Context: an optimization exercise on an open-source flow, tuned for small area, a short achievable clock period and few clock cycles. The choices shown serve that exercise and are no tape-out recipe.
The RTL was checked by simulation tests, not by an equivalence proof against the original design.
No activity file was given, so power comes from the tool's default toggle rates.

Setup of red:
==> flow/design.v <==
`timescale 1ps/1ps
module Conv(
    input clk,
    input rst,
    input in_st,
    input [7:0] din,
    output reg [15:0] dout,
    output reg out_st
);
reg [7:0] pix [0:16];
reg [9:0] vreg, va, vb;
reg [10:0] r_sr [0:10];
reg [6:0] cnt;
integer i;
always @(posedge clk) begin
    pix[0] <= din;
    for (i = 1; i < 17; i = i + 1)
        pix[i] <= pix[i-1];
    vreg <= {2'b00, pix[0]} + {1'b0, pix[8], 1'b0} + {2'b00, pix[16]};
    va <= vreg;
    vb <= va;
    r_sr[0] <= ({2'b00, vreg} + {1'b0, va, 1'b0} + {2'b00, vb}) >> 1;
    for (i = 1; i < 11; i = i + 1)
        r_sr[i] <= r_sr[i-1];
end
reg [10:0] rsel;
always @(*) begin
    if (cnt >= 7'd32 && cnt < 7'd38)      rsel = r_sr[10];
    else if (cnt >= 7'd38 && cnt < 7'd44) rsel = r_sr[8];
    else if (cnt >= 7'd44 && cnt < 7'd50) rsel = r_sr[6];
    else if (cnt >= 7'd50 && cnt < 7'd56) rsel = r_sr[4];
    else if (cnt >= 7'd56 && cnt < 7'd62) rsel = r_sr[2];
    else                                   rsel = r_sr[0];
end
always @(posedge clk) begin
    dout <= {5'b00000, rsel};
end
always @(posedge clk) begin
    if (rst) begin
        cnt <= 7'd0;
        out_st <= 1'b0;
    end
    else begin
        if (in_st)
            cnt <= 7'd1;
        else if (cnt != 7'd0)
            cnt <= cnt + 7'd1;
        out_st <= (cnt == 7'd31);
    end
end
endmodule
Settings: LEC_CHECK=0, CAP_MARGIN=20, CORE_MARGIN=2, CORE_UTILIZATION=40, CTS_BUF_LIST=sky130_fd_sc_hd__clkbuf_4 sky130_fd_sc_hd__clkbuf_8 sky130_fd_sc_hd__clkbuf_16, CTS_CLUSTER_DIAMETER=60, CTS_CLUSTER_SIZE=25, SETUP_SLACK_MARGIN=4.0, SLEW_MARGIN=20; clock period 6.0 ns.
run.sh (not shown) runs the stock make flow with config.mk's settings and CLKGATE_MAP_FILE= SYNTH_SCRIPT=/design/flow/synth_recipe.tcl, a recipe that flattens the netlist after the stock synthesis.
red ran to completion and came out clean on the timing, design-rule and antenna checks.
Testbench counts of red, summed over its fixed seeds: cycles 6,272.
#### Input delta (blue over red)
# red
export LEC_CHECK = 0
export CAP_MARGIN = 20
export CORE_MARGIN = 2
export CORE_UTILIZATION = 40
export CTS_BUF_LIST = sky130_fd_sc_hd__clkbuf_4 sky130_fd_sc_hd__clkbuf_8 sky130_fd_sc_hd__clkbuf_16
export CTS_CLUSTER_DIAMETER = 60
export CTS_CLUSTER_SIZE = 25
export SETUP_SLACK_MARGIN = 4.0
export SLEW_MARGIN = 20
create_clock -name core_clock -period 6.0 [get_ports {clk}]
# blue
export LEC_CHECK = 0
export CAP_MARGIN = 20
export CORE_MARGIN = 2
export CORE_UTILIZATION = 40
export SETUP_SLACK_MARGIN = 4.0
export SLEW_MARGIN = 20
create_clock -name core_clock -period 6.0 [get_ports {clk}]
==> comparison <==
blue reports a higher met2 track utilization from global routing than red does. Design area (blue vs. red) increases by a few percent. Total power: blue above red. Final non-filler cell total in blue vs red: up about 3.4%. Relative to red, worst setup slack has gone down in blue. In blue the pin count of the biggest net entering global routing turned out about 12% lower than in red.
Edits applied to the flow inputs when going from blue to green:
# blue
export LEC_CHECK = 0
export CAP_MARGIN = 20
export CORE_MARGIN = 2
export CORE_UTILIZATION = 40
export SETUP_SLACK_MARGIN = 4.0
export SLEW_MARGIN = 20
create_clock -name core_clock -period 6.0 [get_ports {clk}]
# green
export LEC_CHECK = 0
export CAP_MARGIN = 20
export CORE_MARGIN = 2
export CORE_UTILIZATION = 40
export CTS_BUF_LIST = sky130_fd_sc_hd__clkbuf_8
export CTS_CLUSTER_SIZE = 30
export SETUP_SLACK_MARGIN = 4.0
export SLEW_MARGIN = 20
create_clock -name core_clock -period 6.0 [get_ports {clk}]
==> results.txt <==
The final layout from green, which completed every stage, passed the timing, design-rule and antenna checks at the end of the flow.
The core of green is less densely filled than that of blue.
Going from blue to green, clock tree buffer count of the final layout went up 22, final period demand of the worst path went up 0.024 ns, setup slack of the critical path after layout went down 0.024 ns.

==> static timing again, ports no longer ideal <==
How much do the figures lean on ideal ports? The routed layouts below were timed once more, with nothing changed but the port constraints. Step 1, drivers: a clkbuf_16 drives clk and a buf_2 each remaining input, both assumed. Step 2, shift: input delay + t, output delay - t, t = (earliest + latest rising clock arrival at the registers) / 2. This alone moves slack from input paths to output paths. a / b / c = ideal ports / drivers / drivers and shift; a / b = the first two.
run	t (ns)	setup slack, ns	latest minus earliest clock arrival (ns)	worst register clock-pin slew, ns	worst data-port slew with drivers (ns)
red	0.517	3.798 / 3.798 / 3.795	0.016 / 0.016	0.09 / 0.09	0.03
blue	0.561	3.776 / 3.776 / 3.776	0.012 / 0.012	0.07 / 0.07	0.03
green	0.555	3.752 / 3.752 / 3.752	0.019 / 0.020	0.06 / 0.06	0.04
After both steps setup and hold are still met in every run listed. For red, which loses most, drivers alone change the setup slack by 0.000 ns; drivers and shift together by -0.003 ns.
